This is an optimization exercise on Yosys and OpenROAD, whose aim is a short achievable clock period and few clock cycles, not a production implementation. The RTL was checked by simulation tests, not by an equivalence proof against the original design. No activity file was given, so power comes from the tool's default toggle rates.

==> run a: inputs <==
==> flow/design.v <==
`timescale 1ns / 1ps
module fwd3(input [31:0] r, m, w,
            input selM, selW,
            output [31:0] y);
    assign y = selM ? m : (selW ? w : r);
endmodule
module pg32 #(parameter INV = 0)
            (input [31:0] a, b,
             input cin,
             output [31:0] g, p);
    wire [31:0] bb = INV ? ~b : b;
    wire [31:0] g0 = a & bb;
    wire [31:0] p0 = a | bb;
    assign g = {g0[31:1], g0[0] | (p0[0] & cin)};
    assign p = p0;
endmodule
module kslevel #(parameter K = 1)
               (input [31:0] g, p,
                output [31:0] go, po);
    genvar i;
    generate
        for (i = 0; i < 32; i = i + 1) begin : b
            if (i < K) begin : pass
                assign go[i] = g[i];
                assign po[i] = p[i];
            end else begin : comb
                assign go[i] = g[i] | (p[i] & g[i-K]);
                assign po[i] = p[i] & p[i-K];
            end
        end
    endgenerate
endmodule
module ks_carry #(parameter INV = 0)
                (input [31:0] a, b,
                 input cin,
                 output [31:0] c);
    wire [31:0] g0, p0, g1, p1, g2, p2, g3, p3, g4, p4, g5, p5;
    pg32 #(.INV(INV)) u_pg(.a(a), .b(b), .cin(cin), .g(g0), .p(p0));
    kslevel #(.K(1))  u_l1(.g(g0), .p(p0), .go(g1), .po(p1));
    kslevel #(.K(2))  u_l2(.g(g1), .p(p1), .go(g2), .po(p2));
    kslevel #(.K(4))  u_l3(.g(g2), .p(p2), .go(g3), .po(p3));
    kslevel #(.K(8))  u_l4(.g(g3), .p(p3), .go(g4), .po(p4));
    kslevel #(.K(16)) u_l5(.g(g4), .p(p4), .go(g5), .po(p5));
    assign c = g5;
endmodule
module alu_out(input [31:0] a, b, cs, cd,
               input opAdd, opSub, opAnd, opOr, opNor, opSlt,
               output [31:0] y);
    wire [31:0] sum  = a ^ b ^ {cs[30:0], 1'b0};
    wire [31:0] diff = ~(a ^ b) ^ {cd[30:0], 1'b1};
    wire        lt   = ~cd[31];
    assign y = ({32{opAdd}} & sum)
             | ({32{opSub}} & diff)
             | ({32{opAnd}} & (a & b))
             | ({32{opOr}}  & (a | b))
             | ({32{opNor}} & ~(a | b))
             | {31'd0, opSlt & lt};
endmodule
module addr_out(input [31:0] a, b, c,
                output [31:0] y);
    assign y = a ^ b ^ {c[30:0], 1'b0};
endmodule
module eq32(input [31:0] a, b, output eq);
    assign eq = (a == b);
endmodule
`timescale 1ns / 1ps
module mcpu(input clk, Reset,
            output wire [31:0] imem_addr,
            input  wire [31:0] imem_rdata,
            output wire [31:0] dmem_addr,
            output wire [31:0] dmem_wdata,
            output wire        dmem_we,
            output wire        dmem_re,
            input  wire [31:0] dmem_rdata);
    reg  [31:0] pcF;
    reg         vD;
    reg  [31:0] irD;
    reg         vE, wrE, ldE, stE, jE, beqE, sameE;
    reg  [4:0]  dE;
    reg  [31:0] aE, bE, immE, btgtE;
    reg         fAM, fAW, fBM, fBW;         
    reg         opAdd, opSub, opAnd, opOr, opNor, opSlt;
    reg         vM, wrM, ldM;
    reg  [4:0]  dM;
    reg  [31:0] exM, addrM, wdM;
    reg         weM, reM;
    reg         vW, wrW;
    reg  [4:0]  dW;
    reg  [31:0] wbW;
    reg         fixup;
    reg  [31:0] fix_btgt, fix_jtgt;
    wire [1023:0] Rflat;
    genvar g;
    generate
        for (g = 0; g < 32; g = g + 1) begin : rf
            reg [31:0] r;
            always @(posedge clk) begin
                if (vW & wrW & (dW == g))
                    r <= wbW;
            end
            assign Rflat[32*g +: 32] = r;
        end
    endgenerate
    assign imem_addr  = pcF;
    assign dmem_addr  = addrM;
    assign dmem_wdata = wdM;
    assign dmem_we    = weM;
    assign dmem_re    = reM;
    wire [5:0]  opD  = irD[31:26];
    wire [4:0]  rsD  = irD[25:21];
    wire [4:0]  rtD  = irD[20:16];
    wire [4:0]  rdD  = irD[15:11];
    wire [31:0] sextD = {{16{irD[15]}}, irD[15:0]};
    wire aluD  = (opD[5:4] != 2'b11);
    wire lwD   = (opD == 6'b110001);
    wire swD   = (opD == 6'b110000);
    wire beqD  = (opD == 6'b110100);
    wire jD    = (opD == 6'b111000);
    wire sameD = (rsD == rtD);
    wire useRsD = aluD | lwD | swD | (beqD & ~sameD);
    wire useRtD = aluD | swD | (beqD & ~sameD);
    wire wrD    = aluD | lwD;
    wire [4:0] dD = lwD ? rtD : rdD;
    wire stall = vE & ldE & vD & ((useRsD & (rsD == dE)) | (useRtD & (rtD == dE)));
    wire [31:0] rA = (vW & wrW & (dW == rsD)) ? wbW : Rflat[32*rsD +: 32];
    wire [31:0] rB = (vW & wrW & (dW == rtD)) ? wbW : Rflat[32*rtD +: 32];
    wire [31:0] pcF4  = pcF + 32'd4;
    wire [31:0] btgtD = pcF4 + {sextD[29:0], 2'b00};
    wire [31:0] jtgtD = {pcF4[31:28], irD[25:0], 2'b00};
    wire [31:0] A, B, cS, cD, cA, res, addrE;
    wire        eqE;
    fwd3 u_fa(.r(aE), .m(exM), .w(wbW), .selM(fAM), .selW(fAW), .y(A));
    fwd3 u_fb(.r(bE), .m(exM), .w(wbW), .selM(fBM), .selW(fBW), .y(B));
    ks_carry #(.INV(0)) u_cs(.a(A), .b(B),    .cin(1'b0), .c(cS));
    ks_carry #(.INV(1)) u_cd(.a(A), .b(B),    .cin(1'b1), .c(cD));
    ks_carry #(.INV(0)) u_ca(.a(A), .b(immE), .cin(1'b0), .c(cA));
    alu_out  u_res(.a(A), .b(B), .cs(cS), .cd(cD),
                   .opAdd(opAdd), .opSub(opSub), .opAnd(opAnd), .opOr(opOr),
                   .opNor(opNor), .opSlt(opSlt), .y(res));
    addr_out u_addr(.a(A), .b(immE), .c(cA), .y(addrE));
    eq32     u_eq(.a(A), .b(B), .eq(eqE));
    wire mispred = vE & beqE & ~sameE & ~fixup & eqE;
    always @(posedge clk) begin
        if (Reset == 1'b0)
            pcF <= 32'd0;
        else if (mispred)
            pcF <= btgtE;
        else if (fixup)
            pcF <= (vE & jE) ? fix_jtgt :
                   (vE & beqE & (sameE | eqE)) ? fix_btgt : pcF4;
        else if (stall)
            pcF <= pcF;
        else if (vD & jD)
            pcF <= jtgtD;
        else if (vD & beqD & sameD)
            pcF <= btgtD;
        else
            pcF <= pcF4;
    end
    always @(posedge clk) begin
        if (Reset == 1'b0)
            fixup <= 1'b0;
        else
            fixup <= mispred;
    end
    wire [31:0] fixb4 = btgtE + 32'd4;
    always @(posedge clk) begin
        fix_btgt <= fixb4 + {sextD[29:0], 2'b00};
        fix_jtgt <= {fixb4[31:28], irD[25:0], 2'b00};
    end
    always @(posedge clk) begin
        if (Reset == 1'b0)
            vD <= 1'b0;
        else if (mispred)
            vD <= 1'b0;
        else if (!stall)
            vD <= 1'b1;
    end
    always @(posedge clk) begin
        if (!stall)
            irD <= imem_rdata;
    end
    always @(posedge clk) begin
        if (Reset == 1'b0)
            vE <= 1'b0;
        else
            vE <= vD & ~stall;
    end
    always @(posedge clk) begin
        wrE   <= wrD;
        ldE   <= lwD;
        stE   <= swD;
        jE    <= jD;
        beqE  <= beqD;
        sameE <= sameD;
        dE    <= dD;
        aE    <= rA;
        bE    <= rB;
        immE  <= sextD;
        btgtE <= btgtD;
        fAM   <= vE & wrE & (dE == rsD);
        fAW   <= vM & wrM & (dM == rsD) & ~(vE & wrE & (dE == rsD));
        fBM   <= vE & wrE & (dE == rtD);
        fBW   <= vM & wrM & (dM == rtD) & ~(vE & wrE & (dE == rtD));
        opSub <= aluD & (opD == 6'b000001);
        opAnd <= aluD & (opD == 6'b010001);
        opOr  <= aluD & (opD == 6'b010000);
        opNor <= aluD & (opD == 6'b100110);
        opSlt <= aluD & (opD == 6'b100111);
        opAdd <= aluD & (opD != 6'b000001) & (opD != 6'b010001) & (opD != 6'b010000)
                      & (opD != 6'b100110) & (opD != 6'b100111);
    end
    always @(posedge clk) begin
        if (Reset == 1'b0) begin
            vM  <= 1'b0;
            weM <= 1'b0;
            reM <= 1'b0;
        end else begin
            vM  <= vE;
            weM <= vE & stE;
            reM <= vE & ldE;
        end
    end
    always @(posedge clk) begin
        wrM   <= wrE;
        ldM   <= ldE;
        dM    <= dE;
        exM   <= res;
        addrM <= addrE;
        wdM   <= B;
    end
    always @(posedge clk) begin
        if (Reset == 1'b0)
            vW <= 1'b0;
        else
            vW <= vM;
    end
    always @(posedge clk) begin
        wrW <= wrM;
        dW  <= dM;
        wbW <= ldM ? dmem_rdata : exM;
    end
endmodule
==> flow/run.sh <==
#!/bin/bash
# synth_recipe.tcl (not shown) runs the flow's synth.tcl, then flattens the netlist and writes it again
# the make line also repeats each setting of config.mk as NAME=value (left out here)
make -C /OpenROAD-flow-scripts/flow DESIGN_CONFIG=/design/flow/config.mk WORK_HOME=/design/flow/orfs CLKGATE_MAP_FILE= SYNTH_SCRIPT=/design/flow/synth_recipe.tcl finish
==> flow/config.mk <==
export PLATFORM = sky130hd
export DESIGN_NAME = mcpu
export DESIGN_NICKNAME = mcpu
export VERILOG_FILES = /design/flow/design.v
export SDC_FILE = /design/flow/constraint.sdc
export NUM_CORES = 4
export LEC_CHECK = 0
export ABC_CLOCK_PERIOD_IN_PS = 2500
export CAP_MARGIN = 20
export CORE_MARGIN = 2
export CORE_UTILIZATION = 40
export PLACE_DENSITY = 0.6
export SETUP_SLACK_MARGIN = 4.2
export SLEW_MARGIN = 20
export SYNTH_HIERARCHICAL = 1
export SYNTH_MINIMUM_KEEP_SIZE = 0
==> flow/constraint.sdc <==
create_clock -name core_clock -period 7.0 [get_ports {clk}]
set_input_delay 1.4000 -clock core_clock [delete_from_list [all_inputs] [get_ports {clk}]]
set_output_delay 1.4000 -clock core_clock [all_outputs]
set_load 0.01 [all_outputs]
==> run b (differences from run a) <==
--- a/flow/design.v
+++ b/flow/design.v
@@ -1,67 +1,2 @@
-`timescale 1ns / 1ps
-module fwd3(input [31:0] r, m, w,
-            input selM, selW,
-            output [31:0] y);
-    assign y = selM ? m : (selW ? w : r);
-endmodule
-module pg32 #(parameter INV = 0)
-            (input [31:0] a, b,
-             input cin,
-             output [31:0] g, p);
-    wire [31:0] bb = INV ? ~b : b;
-    wire [31:0] g0 = a & bb;
-    wire [31:0] p0 = a | bb;
-    assign g = {g0[31:1], g0[0] | (p0[0] & cin)};
-    assign p = p0;
-endmodule
-module kslevel #(parameter K = 1)
-               (input [31:0] g, p,
-                output [31:0] go, po);
-    genvar i;
-    generate
-        for (i = 0; i < 32; i = i + 1) begin : b
-            if (i < K) begin : pass
-                assign go[i] = g[i];
-                assign po[i] = p[i];
-            end else begin : comb
-                assign go[i] = g[i] | (p[i] & g[i-K]);
-                assign po[i] = p[i] & p[i-K];
-            end
-        end
-    endgenerate
-endmodule
-module ks_carry #(parameter INV = 0)
-                (input [31:0] a, b,
-                 input cin,
-                 output [31:0] c);
-    wire [31:0] g0, p0, g1, p1, g2, p2, g3, p3, g4, p4, g5, p5;
-    pg32 #(.INV(INV)) u_pg(.a(a), .b(b), .cin(cin), .g(g0), .p(p0));
-    kslevel #(.K(1))  u_l1(.g(g0), .p(p0), .go(g1), .po(p1));
-    kslevel #(.K(2))  u_l2(.g(g1), .p(p1), .go(g2), .po(p2));
-    kslevel #(.K(4))  u_l3(.g(g2), .p(p2), .go(g3), .po(p3));
-    kslevel #(.K(8))  u_l4(.g(g3), .p(p3), .go(g4), .po(p4));
-    kslevel #(.K(16)) u_l5(.g(g4), .p(p4), .go(g5), .po(p5));
-    assign c = g5;
-endmodule
-module alu_out(input [31:0] a, b, cs, cd,
-               input opAdd, opSub, opAnd, opOr, opNor, opSlt,
-               output [31:0] y);
-    wire [31:0] sum  = a ^ b ^ {cs[30:0], 1'b0};
-    wire [31:0] diff = ~(a ^ b) ^ {cd[30:0], 1'b1};
-    wire        lt   = ~cd[31];
-    assign y = ({32{opAdd}} & sum)
-             | ({32{opSub}} & diff)
-             | ({32{opAnd}} & (a & b))
-             | ({32{opOr}}  & (a | b))
-             | ({32{opNor}} & ~(a | b))
-             | {31'd0, opSlt & lt};
-endmodule
-module addr_out(input [31:0] a, b, c,
-                output [31:0] y);
-    assign y = a ^ b ^ {c[30:0], 1'b0};
-endmodule
-module eq32(input [31:0] a, b, output eq);
-    assign eq = (a == b);
-endmodule
 `timescale 1ns / 1ps
 module mcpu(input clk, Reset,
@@ -90,16 +25,5 @@
     reg         fixup;
     reg  [31:0] fix_btgt, fix_jtgt;
-    wire [1023:0] Rflat;
-    genvar g;
-    generate
-        for (g = 0; g < 32; g = g + 1) begin : rf
-            reg [31:0] r;
-            always @(posedge clk) begin
-                if (vW & wrW & (dW == g))
-                    r <= wbW;
-            end
-            assign Rflat[32*g +: 32] = r;
-        end
-    endgenerate
+    reg  [31:0] R [0:31];
     assign imem_addr  = pcF;
     assign dmem_addr  = addrM;
@@ -123,21 +47,21 @@
     wire [4:0] dD = lwD ? rtD : rdD;
     wire stall = vE & ldE & vD & ((useRsD & (rsD == dE)) | (useRtD & (rtD == dE)));
-    wire [31:0] rA = (vW & wrW & (dW == rsD)) ? wbW : Rflat[32*rsD +: 32];
-    wire [31:0] rB = (vW & wrW & (dW == rtD)) ? wbW : Rflat[32*rtD +: 32];
+    wire [31:0] rA = (vW & wrW & (dW == rsD)) ? wbW : R[rsD];
+    wire [31:0] rB = (vW & wrW & (dW == rtD)) ? wbW : R[rtD];
     wire [31:0] pcF4  = pcF + 32'd4;
     wire [31:0] btgtD = pcF4 + {sextD[29:0], 2'b00};
     wire [31:0] jtgtD = {pcF4[31:28], irD[25:0], 2'b00};
-    wire [31:0] A, B, cS, cD, cA, res, addrE;
-    wire        eqE;
-    fwd3 u_fa(.r(aE), .m(exM), .w(wbW), .selM(fAM), .selW(fAW), .y(A));
-    fwd3 u_fb(.r(bE), .m(exM), .w(wbW), .selM(fBM), .selW(fBW), .y(B));
-    ks_carry #(.INV(0)) u_cs(.a(A), .b(B),    .cin(1'b0), .c(cS));
-    ks_carry #(.INV(1)) u_cd(.a(A), .b(B),    .cin(1'b1), .c(cD));
-    ks_carry #(.INV(0)) u_ca(.a(A), .b(immE), .cin(1'b0), .c(cA));
-    alu_out  u_res(.a(A), .b(B), .cs(cS), .cd(cD),
-                   .opAdd(opAdd), .opSub(opSub), .opAnd(opAnd), .opOr(opOr),
-                   .opNor(opNor), .opSlt(opSlt), .y(res));
-    addr_out u_addr(.a(A), .b(immE), .c(cA), .y(addrE));
-    eq32     u_eq(.a(A), .b(B), .eq(eqE));
+    wire [31:0] A = fAM ? exM : fAW ? wbW : aE;
+    wire [31:0] B = fBM ? exM : fBW ? wbW : bE;
+    wire [31:0] sum  = A + B;
+    wire [32:0] diff = {1'b0, A} - {1'b0, B};
+    wire [31:0] res  = ({32{opAdd}} & sum)
+                     | ({32{opSub}} & diff[31:0])
+                     | ({32{opAnd}} & (A & B))
+                     | ({32{opOr}}  & (A | B))
+                     | ({32{opNor}} & ~(A | B))
+                     | {31'd0, opSlt & diff[32]};
+    wire [31:0] addrE = A + immE;
+    wire        eqE   = (A == B);
     wire mispred = vE & beqE & ~sameE & ~fixup & eqE;
     always @(posedge clk) begin
@@ -241,3 +165,7 @@
         wbW <= ldM ? dmem_rdata : exM;
     end
+    always @(posedge clk) begin
+        if (vW & wrW)
+            R[dW] <= wbW;
+    end
 endmodule
SYNTH_HIERARCHICAL = default   (was 1)
SYNTH_MINIMUM_KEEP_SIZE = default   (was 0)
==> run c (differences from run a) <==
--- a/flow/design.v
+++ b/flow/design.v
@@ -1,67 +1,2 @@
-`timescale 1ns / 1ps
-module fwd3(input [31:0] r, m, w,
-            input selM, selW,
-            output [31:0] y);
-    assign y = selM ? m : (selW ? w : r);
-endmodule
-module pg32 #(parameter INV = 0)
-            (input [31:0] a, b,
-             input cin,
-             output [31:0] g, p);
-    wire [31:0] bb = INV ? ~b : b;
-    wire [31:0] g0 = a & bb;
-    wire [31:0] p0 = a | bb;
-    assign g = {g0[31:1], g0[0] | (p0[0] & cin)};
-    assign p = p0;
-endmodule
-module kslevel #(parameter K = 1)
-               (input [31:0] g, p,
-                output [31:0] go, po);
-    genvar i;
-    generate
-        for (i = 0; i < 32; i = i + 1) begin : b
-            if (i < K) begin : pass
-                assign go[i] = g[i];
-                assign po[i] = p[i];
-            end else begin : comb
-                assign go[i] = g[i] | (p[i] & g[i-K]);
-                assign po[i] = p[i] & p[i-K];
-            end
-        end
-    endgenerate
-endmodule
-module ks_carry #(parameter INV = 0)
-                (input [31:0] a, b,
-                 input cin,
-                 output [31:0] c);
-    wire [31:0] g0, p0, g1, p1, g2, p2, g3, p3, g4, p4, g5, p5;
-    pg32 #(.INV(INV)) u_pg(.a(a), .b(b), .cin(cin), .g(g0), .p(p0));
-    kslevel #(.K(1))  u_l1(.g(g0), .p(p0), .go(g1), .po(p1));
-    kslevel #(.K(2))  u_l2(.g(g1), .p(p1), .go(g2), .po(p2));
-    kslevel #(.K(4))  u_l3(.g(g2), .p(p2), .go(g3), .po(p3));
-    kslevel #(.K(8))  u_l4(.g(g3), .p(p3), .go(g4), .po(p4));
-    kslevel #(.K(16)) u_l5(.g(g4), .p(p4), .go(g5), .po(p5));
-    assign c = g5;
-endmodule
-module alu_out(input [31:0] a, b, cs, cd,
-               input opAdd, opSub, opAnd, opOr, opNor, opSlt,
-               output [31:0] y);
-    wire [31:0] sum  = a ^ b ^ {cs[30:0], 1'b0};
-    wire [31:0] diff = ~(a ^ b) ^ {cd[30:0], 1'b1};
-    wire        lt   = ~cd[31];
-    assign y = ({32{opAdd}} & sum)
-             | ({32{opSub}} & diff)
-             | ({32{opAnd}} & (a & b))
-             | ({32{opOr}}  & (a | b))
-             | ({32{opNor}} & ~(a | b))
-             | {31'd0, opSlt & lt};
-endmodule
-module addr_out(input [31:0] a, b, c,
-                output [31:0] y);
-    assign y = a ^ b ^ {c[30:0], 1'b0};
-endmodule
-module eq32(input [31:0] a, b, output eq);
-    assign eq = (a == b);
-endmodule
 `timescale 1ns / 1ps
 module mcpu(input clk, Reset,
@@ -107,4 +42,22 @@
     assign dmem_we    = weM;
     assign dmem_re    = reM;
+    function [32:0] ks_add(input [31:0] a, input [31:0] b, input cin);
+        reg [31:0] g, p, gn, pn;
+        integer i, k;
+        begin
+            g = a & b;
+            p = a | b;
+            g[0] = g[0] | (p[0] & cin);
+            for (k = 1; k < 32; k = k * 2) begin
+                gn = g; pn = p;
+                for (i = k; i < 32; i = i + 1) begin
+                    gn[i] = g[i] | (p[i] & g[i-k]);
+                    pn[i] = p[i] & p[i-k];
+                end
+                g = gn; p = pn;
+            end
+            ks_add = {g[31], (a ^ b) ^ {g[30:0], cin}};
+        end
+    endfunction
     wire [5:0]  opD  = irD[31:26];
     wire [4:0]  rsD  = irD[25:21];
@@ -128,16 +81,18 @@
     wire [31:0] btgtD = pcF4 + {sextD[29:0], 2'b00};
     wire [31:0] jtgtD = {pcF4[31:28], irD[25:0], 2'b00};
-    wire [31:0] A, B, cS, cD, cA, res, addrE;
-    wire        eqE;
-    fwd3 u_fa(.r(aE), .m(exM), .w(wbW), .selM(fAM), .selW(fAW), .y(A));
-    fwd3 u_fb(.r(bE), .m(exM), .w(wbW), .selM(fBM), .selW(fBW), .y(B));
-    ks_carry #(.INV(0)) u_cs(.a(A), .b(B),    .cin(1'b0), .c(cS));
-    ks_carry #(.INV(1)) u_cd(.a(A), .b(B),    .cin(1'b1), .c(cD));
-    ks_carry #(.INV(0)) u_ca(.a(A), .b(immE), .cin(1'b0), .c(cA));
-    alu_out  u_res(.a(A), .b(B), .cs(cS), .cd(cD),
-                   .opAdd(opAdd), .opSub(opSub), .opAnd(opAnd), .opOr(opOr),
-                   .opNor(opNor), .opSlt(opSlt), .y(res));
-    addr_out u_addr(.a(A), .b(immE), .c(cA), .y(addrE));
-    eq32     u_eq(.a(A), .b(B), .eq(eqE));
+    wire [31:0] A = fAM ? exM : fAW ? wbW : aE;
+    wire [31:0] B = fBM ? exM : fBW ? wbW : bE;
+    wire [32:0] sum33  = ks_add(A, B, 1'b0);
+    wire [32:0] diff   = ks_add(A, ~B, 1'b1);    
+    wire [31:0] sum    = sum33[31:0];
+    wire [31:0] res  = ({32{opAdd}} & sum)
+                     | ({32{opSub}} & diff[31:0])
+                     | ({32{opAnd}} & (A & B))
+                     | ({32{opOr}}  & (A | B))
+                     | ({32{opNor}} & ~(A | B))
+                     | {31'd0, opSlt & ~diff[32]};
+    wire [32:0] addr33 = ks_add(A, immE, 1'b0);
+    wire [31:0] addrE  = addr33[31:0];
+    wire        eqE   = (A == B);
     wire mispred = vE & beqE & ~sameE & ~fixup & eqE;
     always @(posedge clk) begin
SYNTH_HIERARCHICAL = default   (was 1)
SYNTH_MINIMUM_KEEP_SIZE = default   (was 0)
==> summary.txt <==
| quantity | run b | run a | run c |
|---|---|---|---|
| Run status | timing/DRC/antenna clean | timing/DRC/antenna clean | timing/DRC/antenna clean |
| Std-Cell Rows | 151 | 158 | 154 |
| Count of multi-input gates | 2733 | 3261 | 2899 |
| Sequential share of the synthesized area | 54.9% | - | 54.8% |
| Top cell type by total area after synthesis | edfxtp_1 | - | edfxtp_1 |
| Most used DFF post-synth | edfxtp_1 | - | edfxtp_1 |
| Asr flop ratio synth | 0% | - | 0% |
| Worst hold margin | 0.359 ns | 0.354 ns | 0.359 ns |
| Max transition margin | 20.1% | 29.5% | 29.4% |
| Clock-cell share | 5.42% | 5.58% | 5.57% |
| Routed length per instance | 31.5 um | 32.3 um | 31.0 um |
| Flip-flop and latch area | 37800 sq um | 39200 sq um | 39200 sq um |
| Die Outline Area | 175000 sq um | 190000 sq um | 181000 sq um |
| Die width | 418 um | 436 um | 425 um |
| Cells after DPL | 6773 | 7555 | 7096 |
| Combinational-cell power consumption | 4.31 mW | 5.22 mW | 4.64 mW |
| Multiplexer fraction of the synthesized cell area | 22.0% | - | 23.2% |
Testbench counts of run a, summed over its fixed seeds: cycles 14,741.
Testbench counts of run b, summed over its fixed seeds: cycles 14,741.
Testbench counts of run c, summed over its fixed seeds: cycles 14,741.

-- what the ideal ports hide --
In the flow no input, the clock included, has a driving cell. The finished layouts below were timed again as built, in two steps.
Step 1 assumes that a clkbuf_16 drives the clock port and a buf_2 every other input.
Step 2 times the ports against the registers' clock, not the clock port: input delays grow and output delays shrink by t, the midpoint of the rising clock arrivals with the driver on.
Slacks: no drivers / after step 1 / after step 2; pairs: no drivers / after step 1.
run	shift t [ns]	setup slack, ns	worst setup path at the end	clock arrival spread, ns	slew at the worst register clock pin (ns)
run a	0.889	3.359 / 3.359 / 3.359	register to register	0.073 / 0.072	0.08 / 0.08
run b	0.893	1.665 / 1.665 / 1.665	register to register	0.033 / 0.034	0.07 / 0.07
run c	0.875	3.173 / 3.173 / 3.173	register to register	0.078 / 0.077	0.07 / 0.07
After both steps every run listed still meets setup and hold.
